Background: an optimization exercise with open tools, aiming at small area. Do not read the settings as production practice.
Where RTL was checked, it was by simulation tests only, not by an equivalence proof against the original.

==> run B: inputs <==
Design total_fir, start of the top module:
module total_fir(total_out, x_in, clk);
	input clk;
	input signed [7:0] x_in;
	output signed [15:0] total_out;
	reg [7:0] e0;
	reg [7:0] e1;
	reg [7:0] e2;
	reg [7:0] e3;
	reg [7:0] e4;
	reg [7:0] e5;
	reg [7:0] e6;
	reg [7:0] e7;
	reg [7:0] e8;
	reg [7:0] e9;
	reg [7:0] e10;
	reg [7:0] e11;
	reg [7:0] e12;
	reg [7:0] e13;
	reg [7:0] e14;
	reg [7:0] e15;
	reg [7:0] e16;
	reg [7:0] e17;
	reg r425;
	reg r426;
	reg r491;
	reg r492;
	reg r493;
	reg r554;
	reg r601;
	reg r602;
	reg r635;
	reg r636;
	reg r637;
	reg r664;
	reg r681;
	reg r682;
	reg r691;
	reg r692;
	reg r697;
	reg r698;
	reg r705;
	reg r706;
	reg r707;
	reg r708;
	wire o5;
	wire o6;
	wire o7;
	wire o8;
	wire o16;
	wire w1;
	wire w2;
	wire w3;
	wire w4;
	wire w5;
	wire w6;
	wire w7;
	wire w8;
	wire w9;
	wire w10;
	wire w11;
	wire w12;
	wire w13;
	wire w14;
	wire w15;
	wire w16;
	wire w17;
	wire w18;
	wire w19;
	wire w20;
	wire w21;
	wire w22;
	wire w23;
	wire w24;
	wire w25;
	wire w26;
	wire w27;
	wire w28;
	wire w29;
	wire w30;
	wire w31;
	wire w32;
	wire w33;
	wire w34;
	wire w35;
	wire w36;
	wire w37;
	wire w38;
	wire w39;
	wire w40;
	wire w41;
	wire w42;
	wire w43;
	wire w44;
	wire w45;
	wire w46;
	wire w47;
	wire w48;
	wire w49;
	wire w50;
	wire w51;
	wire w52;
	wire w53;
	wire w54;
	wire w55;
	wire w56;
	wire w57;
	wire w58;
	wire w59;
	wire w60;
	wire w61;
	wire w62;
	wire w63;
	wire w64;
	wire w65;
	wire w66;
	wire w67;
	wire w68;
	wire w69;
	wire w70;
	wire w71;
	wire w72;
	wire w73;
	wire w74;
	wire w75;
	wire w76;
	wire w77;
	wire w78;
	wire w79;
	wire w80;
	wire w81;
	wire w82;
	wire w83;
	wire w84;
	wire w85;
	wire w86;
	wire w87;
	wire w88;
	wire w89;
	wire w90;
	wire w91;
	wire w92;
	wire w93;
	wire w94;
	wire w95;
	wire w96;
	wire w97;
	wire w98;
	wire w99;
	wire w100;
	wire w101;
	wire w102;
	wire w103;
	wire w104;
	wire w105;
	wire w106;
	wire w107;
	wire w108;
	wire w109;
	wire w110;
	wire w111;
	wire w112;
	wire w113;
	wire w114;
	wire w115;
	wire w116;
	wire w117;
	wire w118;
	wire w119;
	wire w120;
	wire w121;
	wire w122;
	wire w123;
	wire w124;
	wire w125;
	wire w126;
	wire w127;
	wire w128;
	wire w129;
	wire w130;
	wire w131;
	wire w132;
	wire w133;
	wire w134;
	wire w135;
	wire w136;
	wire w137;
	wire w138;
	wire w139;
	wire w140;
	wire w141;
	wire w142;
	wire w143;
  ...
export LEC_CHECK = 0
export CAP_MARGIN = 20
export CORE_MARGIN = 2
export CORE_UTILIZATION = 55
export SLEW_MARGIN = 20
export SYNTH_HIERARCHICAL = 1
export SYNTH_MINIMUM_KEEP_SIZE = 0
create_clock -name core_clock -period 5.0 [get_ports {clk}]
standard.sh (not shown) runs the stock make flow with config.mk's settings and CLKGATE_MAP_FILE= SYNTH_SCRIPT=/design/flow/synth_recipe.tcl, a recipe that flattens the netlist after the stock synthesis.
==> flow/flow/run.sh <==
#!/bin/bash
# The standard layout (standard.sh, the ORFS flow), with ORFS's own variables set for two steps:
#  - clock tree synthesis without dummy balancing loads, built from clkbuf_8 cells;
#  - port buffering with the smallest buffer cell (every input and output still gets a buffer).
# The full ORFS output goes to standard.log in this folder (per-step logs under orfs/logs).
export CTS_ARGS="-sink_clustering_enable -repair_clock_nets -dont_use_dummy_load -buf_list sky130_fd_sc_hd__clkbuf_8"
export BUFFER_PORTS_ARGS="-buffer_cell sky130_fd_sc_hd__buf_1"
bash standard.sh > standard.log 2>&1
==> run Y: changes against run B <==
CORE_UTILIZATION = 40   (was 55)
==> notes <==
Run Y ran to the end with no violations. Run B completed with no timing, DRC or antenna violations.
Between run B and run Y, the lower worst hold slack is in run B (gap 4.0 ps).
Via count: run Y is lower than run B (about 0.46%).
Of run B and run Y, run B has the higher critical path depth (gap 1).
==> figures <==
Run status: run B finished clean; run Y finished clean
Sequential share of cell area: run B 31.8%; run Y 31.4%
Worst R2R Setup Slack: run B 370 ps; run Y 380 ps
Worst Setup Slack, final: run B 368 ps; run Y 376 ps
Final critical path time including I/O delays and setup: run B 4630 ps; run Y 4620 ps
Nets: run B 942; run Y 941
Tap cell instance count: run B 229; run Y 324

========
==> v31 <==
total_fir, a different RTL version from the one above (not shown whole).
==> flow/config.mk <==
export PLATFORM = sky130hd
export DESIGN_NAME = total_fir
export DESIGN_NICKNAME = total_fir
export VERILOG_FILES = /design/flow/design.v
export SDC_FILE = /design/flow/constraint.sdc
export NUM_CORES = 4
export LEC_CHECK = 0
export CAP_MARGIN = 20
export CORE_MARGIN = 2
export CORE_UTILIZATION = 65
export SLEW_MARGIN = 20
export SYNTH_HIERARCHICAL = 1
export SYNTH_MINIMUM_KEEP_SIZE = 0
==> flow/constraint.sdc <==
create_clock -name core_clock -period 5.0 [get_ports {clk}]
set_input_delay 1.0000 -clock core_clock [delete_from_list [all_inputs] [get_ports {clk}]]
set_output_delay 1.0000 -clock core_clock [all_outputs]
set_load 0.01 [all_outputs]
==> flow/flow/run.sh <==
#!/bin/bash
# The standard layout (standard.sh), with ORFS variables set for two steps:
# clock tree synthesis without dummy balancing loads, and port buffers of the smallest buffer.
export CTS_ARGS="-sink_clustering_enable -repair_clock_nets -dont_use_dummy_load -buf_list sky130_fd_sc_hd__clkbuf_8 -sink_clustering_size 25 -sink_clustering_max_diameter 150"
export BUFFER_PORTS_ARGS="-buffer_cell sky130_fd_sc_hd__buf_1"
bash standard.sh > standard.log 2>&1
==> v13 (differences from v31) <==
==> flow/run.sh (new file) <==
#!/bin/bash
# synth_recipe.tcl (not shown) runs the flow's synth.tcl, then flattens the netlist and writes it again
# the make line also repeats each setting of config.mk as NAME=value (left out here)
make -C /OpenROAD-flow-scripts/flow DESIGN_CONFIG=/design/flow/config.mk WORK_HOME=/design/flow/orfs CLKGATE_MAP_FILE= SYNTH_SCRIPT=/design/flow/synth_recipe.tcl finish
Settings changed: CORE_UTILIZATION 65 to 40, CTS_BUF_LIST set to sky130_fd_sc_hd__clkbuf_8, CTS_CLUSTER_DIAMETER set to 200, CTS_CLUSTER_SIZE set to 50.
removed: flow/flow/run.sh
removed: flow/standard.sh
==> v38 (differences from v31) <==
==> flow/flow/run.sh (replaced) <==
#!/bin/bash
cp standard.sh standard.sh.txt
export CTS_ARGS="-sink_clustering_enable -repair_clock_nets -dont_use_dummy_load -buf_list sky130_fd_sc_hd__clkbuf_8"
export BUFFER_PORTS_ARGS="-buffer_cell sky130_fd_sc_hd__buf_1"
bash standard.sh > standard.log 2>&1
Settings changed: CORE_UTILIZATION 65 to 40.
==> comparison <==
- Flip-flop and latch count is the same in v13 and v31.
- Count of clock-buffer cells in the layout is the same in v38 and v31.
- Via count, highest first: v31, v13, v38.
- In v38 the clock skew is higher than in v13, by 5.4 ps.
- Register-to-register slack: v13 < v31 < v38.
==> figures <==
| quantity | v38 | v31 | v13 |
|---|---|---|---|
| Result of the run | no timing/DRC/antenna violations | no timing/DRC/antenna violations | no timing/DRC/antenna violations |
| Dpl cell area | 10,350 µm² | 10,190 µm² | 10,510 µm² |
| Skew-Pair Late Insertion Delay | 460 ps | 460 ps | 480 ps |
| Clock transition at the registers of the reported paths | 80 ps | 100 ps | 100 ps |
| Crit-path max cell delay | 490 ps | 480 ps | 520 ps |
| Number of cells after detailed placement | 921 | 786 | 922 |
| Sequential share of cell area | 31.49% | 31.94% | 30.53% |
| Via count of the first global-routing pass | 5,537 | 5,456 | 5,547 |
| Final weighted congestion in routability-driven placement | 0.9107 | 0.9349 | 0.9157 |
| Unrepaired setup endpoints after global routing | true | - | true |
Function was not checked in any run of this note: the RTL went through the layout flow alone.

==> port drivers added, routing unchanged <==
The results above use ideal ports. As a check the final layouts listed here were re-extracted and re-timed, cells and wires unchanged.
Step 1 sets driving cells, clkbuf_16 on the clock port and buf_2 on the other inputs (assumed; they add their load-dependent delay and slew).
Step 2 moves the port delays by t, midway between the first and last clock arrival at a register: inputs arrive t later, outputs are due t later. That takes back most of the time a late clock gives input paths.
Slacks: ideal ports / drivers / drivers and shift; pairs: ideal ports / drivers.
run	t (ns)	setup slack, ns	worst setup path after step 2	slew at the worst register clock pin (ns)	worst slew at a driven data input, ns
run B	0.487	0.368 / 0.368 / 0.368	register to register	0.11 / 0.11	0.03
run Y	0.487	0.376 / 0.376 / 0.376	register to register	0.11 / 0.11	0.03
v31	0.482	0.104 / 0.066 / 0.353	register to register	0.11 / 0.11	0.03
v13	0.514	0.024 / -0.015 / 0.334	register to register	0.11 / 0.11	0.03
v38	0.480	0.111 / 0.074 / 0.399	register to register	0.10 / 0.10	0.03
After both steps every run listed still meets setup and hold.
